Background: an optimization exercise with open tools, aiming at small area and a short achievable clock period. Do not read the settings as production practice.
In this exercise RTL edits were held to simulation tests only and were not proved equivalent to the original.

==> 09-26: inputs <==
Design riscv_core, start of the top module:
module riscv_core
(
	input  wire        clk,
	input  wire        rst,
	output wire [31:0] ib_addr,
	input  wire [31:0] ib_data,
	output wire        ib_valid,
	input  wire        ib_ready,
	output wire [31:0] db_addr,
	output wire [ 3:0] db_lanes,
	input  wire [31:0] db_din,
	output wire [31:0] db_dout,
	output wire        db_wr,
	output wire        db_valid,
	input  wire        db_ready
);
export LEC_CHECK = 0
export ABC_CLOCK_PERIOD_IN_PS = 25000
export CAP_MARGIN = 20
export CELL_PAD_IN_SITES_DETAIL_PLACEMENT = 1
export CELL_PAD_IN_SITES_GLOBAL_PLACEMENT = 2
export CORE_MARGIN = 2
export CORE_UTILIZATION = 30
export PLACE_DENSITY = 0.5
export SLEW_MARGIN = 20
create_clock -name core_clock -period 110.0 [get_ports {clk}]
standard.sh (not shown) runs the stock make flow with config.mk's settings and CLKGATE_MAP_FILE= SYNTH_SCRIPT=/design/flow/synth_recipe.tcl, a recipe that flattens the netlist after the stock synthesis.
==> flow/flow/run.sh <==
#!/bin/bash
# Standard synthesis and layout (the standard.sh), with ORFS's repair_timing asked for
# extra setup margin and free to resize cells across footprints. The SDC is the design's.
set -euo pipefail
bash standard.sh SETUP_SLACK_MARGIN=80 MATCH_CELL_FOOTPRINT=0 finish > make.log 2>&1
==> inputs of 01-03, as changes to 09-26 <==
--- a/flow/design.v
+++ b/flow/design.v
@@ -11,13 +11,13 @@
 	input  wire [31:0] db_din,
 	output wire [31:0] db_dout,
 	output wire        db_wr,
 	output wire        db_valid,
 	input  wire        db_ready
 );
-reg  [31:1] pc;
+reg  [31:1] pc;    
 reg  [31:0] fi0, fi1;
 reg  [31:1] fa0, fa1;
 reg         rp, wp;
 reg  [ 1:0] cnt;
 reg         skip;
 wire        jmp;
@@ -27,51 +27,82 @@
 wire        f_full  = cnt[1];
 wire        f_valid = cnt != 2'b00;
 wire [31:0] f_instr = rp ? fi1 : fi0;
 wire [31:1] f_addr  = rp ? fa1 : fa0;
 assign ib_addr  = {pc, 1'b0};
 assign ib_valid = !f_full;
-wire [19:1] bp_jlo  = {ib_data[19:12], ib_data[20], ib_data[30:21]};
-wire [11:1] bp_blo  = {ib_data[7], ib_data[30:25], ib_data[11:8]};
-wire [19:0] bp_sj   = {1'b0, pc[19:1]} + {1'b0, bp_jlo};
-wire [11:0] bp_sb   = {1'b0, pc[11:1]} + {1'b0, bp_blo};
-wire [31:20] pc_jp  = pc[31:20] + 12'd1;
-wire [31:20] pc_jm  = pc[31:20] - 12'd1;
-wire [31:12] pc_bm  = pc[31:12] - 20'd1;
-wire [31:1]  pc_p4  = pc + 31'd2;
-wire [31:20] bp_jhi = ib_data[31] ? (bp_sj[19] ? pc[31:20] : pc_jm) : (bp_sj[19] ? pc_jp : pc[31:20]);
-wire [31:12] bp_bhi = bp_sb[11] ? pc[31:12] : pc_bm;
+localparam NPB = 4;
+reg  [31:1]    ps0, ps1;
+reg  [NPB-1:0] pcc;
+wire [NPB:0]   pn_c;
+assign pn_c[0] = 1'b0;
+wire [31:1] bp_jimm = {{12{ib_data[31]}}, ib_data[19:12], ib_data[20], ib_data[30:21]};
+wire [31:1] bp_bimm = {{20{ib_data[31]}}, ib_data[7], ib_data[30:25], ib_data[11:8]};
 wire        bp_jal  = ib_data[6:0] == 7'h6F;
 wire        bp_br   = ib_data[6:0] == 7'h63 && ib_data[31];
-wire [31:1] bp_next = bp_jal ? {bp_jhi, bp_sj[18:0]} : bp_br ? {bp_bhi, bp_sb[10:0]} : pc_p4;
 wire        f_take  = ib_valid && ib_ready && !skip;
+wire [31:1] pn_base = jmp ? jmp_addr : pc;
+wire [31:1] pn_inc  = jmp ? 31'd0 : bp_jal ? bp_jimm : bp_br ? bp_bimm : 31'd2;
+wire        pn_load = jmp || f_take;
+wire [31:1] pn_s0, pn_s1;
+wire [NPB-1:0] pn_g, pn_p;
+genvar pb;
+generate
+	for (pb = 0; pb < NPB; pb = pb + 1)
+	begin : pcb
+		localparam LO = 1 + 8 * pb;
+		localparam HI = (8 * pb + 8 < 31) ? 8 * pb + 8 : 31;
+		localparam N  = HI - LO + 1;
+		wire [N:0] s0 = {1'b0, pn_base[HI:LO]} + {1'b0, pn_inc[HI:LO]};
+		wire [N:0] s1 = {1'b0, pn_base[HI:LO]} + {1'b0, pn_inc[HI:LO]} + {{N{1'b0}}, 1'b1};
+		assign pn_s0[HI:LO] = s0[N-1:0];
+		assign pn_s1[HI:LO] = s1[N-1:0];
+		assign pn_g[pb] = s0[N];
+		assign pn_p[pb] = s1[N];
+		assign pn_c[pb+1] = pn_g[pb] | (pn_p[pb] & pn_c[pb]);
+		always @*
+			pc[HI:LO] = pcc[pb] ? ps1[HI:LO] : ps0[HI:LO];
+	end
+endgenerate
+always @(posedge clk or posedge rst)
+begin
+	if (rst)
+	begin
+		ps0 <= 31'd0;
+		ps1 <= 31'd0;
+		pcc <= {NPB{1'b0}};
+	end
+	else if (pn_load)
+	begin
+		ps0 <= pn_s0;
+		ps1 <= pn_s1;
+		pcc <= pn_c[NPB-1:0];
+	end
+end
 always @(posedge clk or posedge rst)
 begin
 	if (rst)
 	begin
-		pc   <= 31'd0;
 		rp   <= 1'b0;
 		wp   <= 1'b0;
 		cnt  <= 2'd0;
 		skip <= 1'b0;
 	end
 	else if (jmp)
 	begin
-		pc   <= jmp_addr;
 		wp   <= rp;
 		cnt  <= 2'd0;
 		skip <= !f_full;
 	end
 	else
 	begin
 		if (ib_valid && ib_ready)
 		begin
 			skip <= 1'b0;
 			if (!skip)
 			begin
-				pc <= bp_next;
 				wp <= !wp;
 				if (!ready || !f_valid)
 					cnt <= cnt + 2'd1;
 			end
 		end
 		if (f_valid && ready)
@@ -98,13 +129,13 @@
 reg         d_valid;
 reg  [ 4:0] d_rd, d_rs1, d_rs2;
 reg  [31:0] d_a, d_b, d_sd;
 reg  [ 3:0] d_lanes;
 reg         d_wr, d_isjal, d_isbr, d_mem, d_st;
 reg  [31:1] d_jaddr, d_addr4;
-reg         c_add, c_sub, c_and, c_or, c_xor, c_sll, c_srl;
+reg         c_add, c_sub, c_and, c_or, c_xor, c_srl;
 reg         c_lt, c_ge, c_eq, c_ne, c_sgn, c_mul;
 reg         c_div, c_rem, c_negq, c_negr;
 reg         e_valid;
 reg         w1_we;
 reg  [ 4:0] w1_rd;
 reg         w2_we;
@@ -195,23 +226,36 @@
 wire o_rem   = alu_op == 5'h1E || alu_op == 5'h1F;
 wire        neg1 = o_sdiv && fw1[31];
 wire        neg2 = o_sdiv && fw2[31];
 wire [31:0] mag1 = neg1 ? -fw1 : fw1;
 wire [31:0] mag2 = neg2 ? -fw2 : fw2;
 wire [31:0] addr32 = {f_addr, 1'b0};
+wire        o_sll = alu_op == 5'h05;
+wire        o_srl = alu_op == 5'h06 || alu_op == 5'h07;
+wire [31:0] rop2  = f_instr[5] ? fw2 : i_imm;
+wire [31:0] fw1r;
+genvar rv;
+generate
+	for (rv = 0; rv < 32; rv = rv + 1)
+	begin : rev1
+		assign fw1r[rv] = fw1[31-rv];
+	end
+endgenerate
 wire [31:0] opa =
 	(o_lui || o_mulh)   ? 32'h0 :
 	(o_auipc || o_jal)  ? addr32 :
 	o_div               ? mag1 :
+	o_srl               ? fw1r :
 	fw1;
 wire [31:0] opb =
 	(o_lui || o_auipc)  ? u_imm :
 	(o_jal || o_mulh)   ? 32'h0 :
 	o_saddr             ? s_imm :
 	o_div               ? mag2 :
-	f_instr[5]          ? fw2 : i_imm;
+	(o_sll || o_srl)    ? 32'h1 << rop2[4:0] :
+	rop2;
 wire        is_lw = {f3, op} == 10'b010_0000011;
 wire        is_sb = {f3, op} == 10'b000_0100011;
 wire        is_sh = {f3, op} == 10'b001_0100011;
 wire        is_sw = {f3, op} == 10'b010_0100011;
 wire [ 1:0] sa    = fw1[1:0] + s_imm[1:0];
 wire [31:0] sdat  = is_sb ? {4{fw2[7:0]}} : is_sh ? {2{fw2[15:0]}} : fw2;
@@ -258,20 +302,19 @@
 	d_addr4 <= f_addr + 31'd2;
 	c_add <= alu_op == 5'h00 || o_lui || o_auipc || o_jal || o_mulh || o_saddr;
 	c_sub <= alu_op == 5'h01;
 	c_and <= alu_op == 5'h02;
 	c_or  <= alu_op == 5'h03;
 	c_xor <= alu_op == 5'h04;
-	c_sll <= alu_op == 5'h05;
-	c_srl <= alu_op == 5'h06 || alu_op == 5'h07;
+	c_srl <= o_srl;
 	c_lt  <= alu_op == 5'h0D || alu_op == 5'h0E;
 	c_ge  <= alu_op == 5'h0F || alu_op == 5'h10;
 	c_sgn <= alu_op == 5'h0D || alu_op == 5'h0F;
 	c_eq  <= alu_op == 5'h0B;
 	c_ne  <= alu_op == 5'h0C;
-	c_mul <= alu_op == 5'h18;
+	c_mul <= alu_op == 5'h18 || o_sll;
 	c_div <= o_div;
 	c_rem <= o_rem;
 	c_negq <= o_sdiv && (fw1[31] ^ fw2[31]) && fw2 != 32'h0;
 	c_negr <= o_sdiv && fw1[31];
 end
 wire h_d = d_rd != 5'd0 && d_valid && (d_rd == rs1 || d_rd == rs2) && f_valid;
@@ -285,21 +328,52 @@
 assign jmp_addr = q_jaddr;
 wire        e_go = d_valid && !q_jmp;
 wire        sub   = c_sub || c_lt || c_ge;
 wire [32:0] sum   = {c_sgn & d_a[31], d_a} + ({c_sgn & d_b[31], d_b} ^ {33{sub}}) + {32'h0, sub};
 wire        lt    = sum[32];
 wire        eq    = d_a == d_b;
-wire [31:0] prod  = d_a * d_b;
+reg  [31:0] prod;
+reg  [31:0] bpp [0:15];
+reg  [31:0] bneg;
+reg  [31:0] bsel;
+reg  [ 2:0] bdig;
+integer bi;
+always @*
+begin
+	bneg = 32'h0;
+	for (bi = 0; bi < 16; bi = bi + 1)
+	begin
+		bdig = {d_b[2*bi+1], d_b[2*bi], (bi == 0) ? 1'b0 : d_b[2*bi-1]};
+		case (bdig)
+			3'b001, 3'b010: bsel = d_a;
+			3'b011:         bsel = {d_a[30:0], 1'b0};
+			3'b100:         bsel = ~{d_a[30:0], 1'b0};
+			3'b101, 3'b110: bsel = ~d_a;
+			default:        bsel = 32'h0;
+		endcase
+		bpp[bi] = bsel << (2 * bi);
+		bneg[2*bi] = bdig[2] & ~(bdig[1] & bdig[0]);
+	end
+	prod = bpp[0] + bpp[1] + bpp[2] + bpp[3] + bpp[4] + bpp[5] + bpp[6] + bpp[7] +
+	       bpp[8] + bpp[9] + bpp[10] + bpp[11] + bpp[12] + bpp[13] + bpp[14] + bpp[15] + bneg;
+end
+wire [31:0] prod_r;
+genvar rp2;
+generate
+	for (rp2 = 0; rp2 < 32; rp2 = rp2 + 1)
+	begin : rev2
+		assign prod_r[rp2] = prod[31-rp2];
+	end
+endgenerate
 wire [31:0] res_e =
 	({32{c_add | c_sub}} & sum[31:0]) |
 	({32{c_and}} & (d_a & d_b)) |
 	({32{c_or }} & (d_a | d_b)) |
 	({32{c_xor}} & (d_a ^ d_b)) |
-	({32{c_sll}} & (d_a << d_b[4:0])) |
-	({32{c_srl}} & (d_a >> d_b[4:0])) |
 	({32{c_mul}} & prod) |
+	({32{c_srl}} & prod_r) |
 	{31'h0, (c_lt & lt) | (c_ge & ~lt) | (c_eq & eq) | (c_ne & ~eq)};
 wire        cond = res_e[0];
 always @(posedge clk or posedge rst)
 begin
 	if (rst)
 	begin
@@ -352,15 +426,15 @@
 assign db_valid = bus_valid;
 reg  [13:0] s1_r;
 reg  [17:0] s1_a;
 reg  [31:18] s1_q;
 reg  [31:0] s1_b;
 reg         s1_div, s1_rem, s1_negq, s1_negr;
-reg  [22:0] s2_r;
-reg  [8:0] s2_a;
-reg  [31:9] s2_q;
+reg  [21:0] s2_r;
+reg  [9:0] s2_a;
+reg  [31:10] s2_q;
 reg  [31:0] s2_b;
 reg         s2_div, s2_rem, s2_negq, s2_negr;
 wire [32:0] hz0;
 assign hz0[32] = 1'b1;
 genvar k0;
 generate for (k0 = 31; k0 >= 0; k0 = k0 - 1) begin : ghz0 assign hz0[k0] = hz0[k0+1] & ~d_b[k0]; end endgenerate
@@ -481,18 +555,18 @@
 assign qv[11] = g1_11;
 wire [21:0] x10 = {r11, s1_a[10:10]};
 wire [22:0] t1_10 = {1'b0, x10} - {1'b0, s1_b[21:0]};
 wire g1_10 = hz1[22] & ~t1_10[22];
 wire [21:0] r10 = g1_10 ? t1_10[21:0] : x10;
 assign qv[10] = g1_10;
-wire [22:0] x9 = {r10, s1_a[9:9]};
-wire [23:0] t1_9 = {1'b0, x9} - {1'b0, s1_b[22:0]};
-wire g1_9 = hz1[23] & ~t1_9[23];
+wire [22:0] x9 = {s2_r, s2_a[9:9]};
+wire [23:0] t1_9 = {1'b0, x9} - {1'b0, s2_b[22:0]};
+wire g1_9 = hz2[23] & ~t1_9[23];
 wire [22:0] r9 = g1_9 ? t1_9[22:0] : x9;
 assign qv[9] = g1_9;
-wire [23:0] x8 = {s2_r, s2_a[8:8]};
+wire [23:0] x8 = {r9, s2_a[8:8]};
 wire [24:0] t1_8 = {1'b0, x8} - {1'b0, s2_b[23:0]};
 wire g1_8 = hz2[24] & ~t1_8[24];
 wire [23:0] r8 = g1_8 ? t1_8[23:0] : x8;
 assign qv[8] = g1_8;
 wire [24:0] x7 = {r8, s2_a[7:7]};
 wire [25:0] t1_7 = {1'b0, x7} - {1'b0, s2_b[24:0]};
@@ -550,23 +624,23 @@
 	s1_div <= c_div;
 	s1_rem <= c_rem;
 	s1_negq <= c_negq;
 	s1_negr <= c_negr;
 	if (s1_div)
 	begin
-		s2_r <= r9;
-		s2_a <= s1_a[8:0];
+		s2_r <= r10;
+		s2_a <= s1_a[9:0];
 	end
 	else
 		{s2_r, s2_a} <= res1;
-	s2_q    <= {s1_q, qv[17:9]};
+	s2_q    <= {s1_q, qv[17:10]};
 	s2_b    <= s1_b;
 	s2_div <= s1_div;
 	s2_rem <= s1_rem;
 	s2_negq <= s1_negq;
 	s2_negr <= s1_negr;
 end
-wire [31:0] quo  = {s2_q, qv[8:0]};
+wire [31:0] quo  = {s2_q, qv[9:0]};
 wire [31:0] rmd  = r0;
 wire [31:0] dres = s2_rem ? (s2_negr ? -rmd : rmd) : (s2_negq ? -quo : quo);
 assign w2_val = s2_div ? dres : res2;
 endmodule
==> flow/flow/run.sh (replaced) <==
#!/bin/bash
# Standard synthesis and layout (the standard.sh), with ORFS's repair_timing asked for
# extra setup margin and free to resize cells across footprints. The SDC is the design's.
set -euo pipefail
bash standard.sh SETUP_SLACK_MARGIN=85 MATCH_CELL_FOOTPRINT=0 finish > make.log 2>&1
==> flow/config.mk (replaced) <==
export PLATFORM = sky130hd
export DESIGN_NAME = riscv_core
export DESIGN_NICKNAME = riscv_core
export VERILOG_FILES = /design/flow/design.v
export SDC_FILE = /design/flow/constraint.sdc
export NUM_CORES = 4
export LEC_CHECK = 0
export ABC_AREA = 1
export CAP_MARGIN = 20
export CELL_PAD_IN_SITES_DETAIL_PLACEMENT = 1
export CELL_PAD_IN_SITES_GLOBAL_PLACEMENT = 2
export CORE_MARGIN = 2
export CORE_UTILIZATION = 45
export PLACE_DENSITY = 0.6
export SLEW_MARGIN = 20
==> summary.md <==
| Metric | Value |
|---|---|
| Reg-to-reg setup timing slack | `86.15 ns` |
| Multi-input logic cell count | `11000` |
| Antenna violations before repair | `33` |
| Status | `finished clean` |
| Fin Hold WS | `between 0.2 and 0.3 ns` |
| Dpl ws | `around 80 ns` |
| Die Span X | `between 500 and 600 um` |
| Die footprint | `between 200000 and 300000 um2` |
| Worst Hold Launch | `s1_negq` |
| Tap cells | `about 3600` |
-- figures above: 01-03

==> summary.md <==
| Metric | Value |
|---|---|
| Status | `finished clean` |
| Die footprint | `424000 um2` |
| Die Span X | `approximately 650 um` |
| Antenna violations before repair | `72` |
| Fin Hold WS | `0.328 ns` |
| Worst Hold Launch | `s1_a[0]` |
| Reg-to-reg setup timing slack | `a little over 80 ns` |
| Setup Buffers After CTS | `roughly 60` |
| Multi-input logic cell count | `9981` |
| Tap cells | `about 5500` |
-- figures above: 09-26

## static timing again, ports no longer ideal
Ports are ideal in the flow. The routed layouts listed here were re-timed in OpenROAD. Step 1 assumes that a clkbuf_16 drives the clock port and a buf_2 every other input. Step 2 adds t to the input delays and takes it off the output delays; t is the mean of the earliest and latest rising clock arrival at the registers after step 1. Input paths then give back, and output paths get back, about the clock's delay inside the block. Three values: no drivers, after step 1, after step 2; two values: the first two.
run | shift t [ns] | setup WS [ns] | cell pins on the clock port's net
09-26 | 1.046 | 80.963 / 80.963 / 80.963 | 1
01-03 | 0.984 | 85.110 / 84.996 / 84.233 | 1
After both steps every run listed still meets setup and hold. The setup slack of 01-03, which loses most, moves by -0.114 ns with the drivers and by -0.877 ns with both steps.
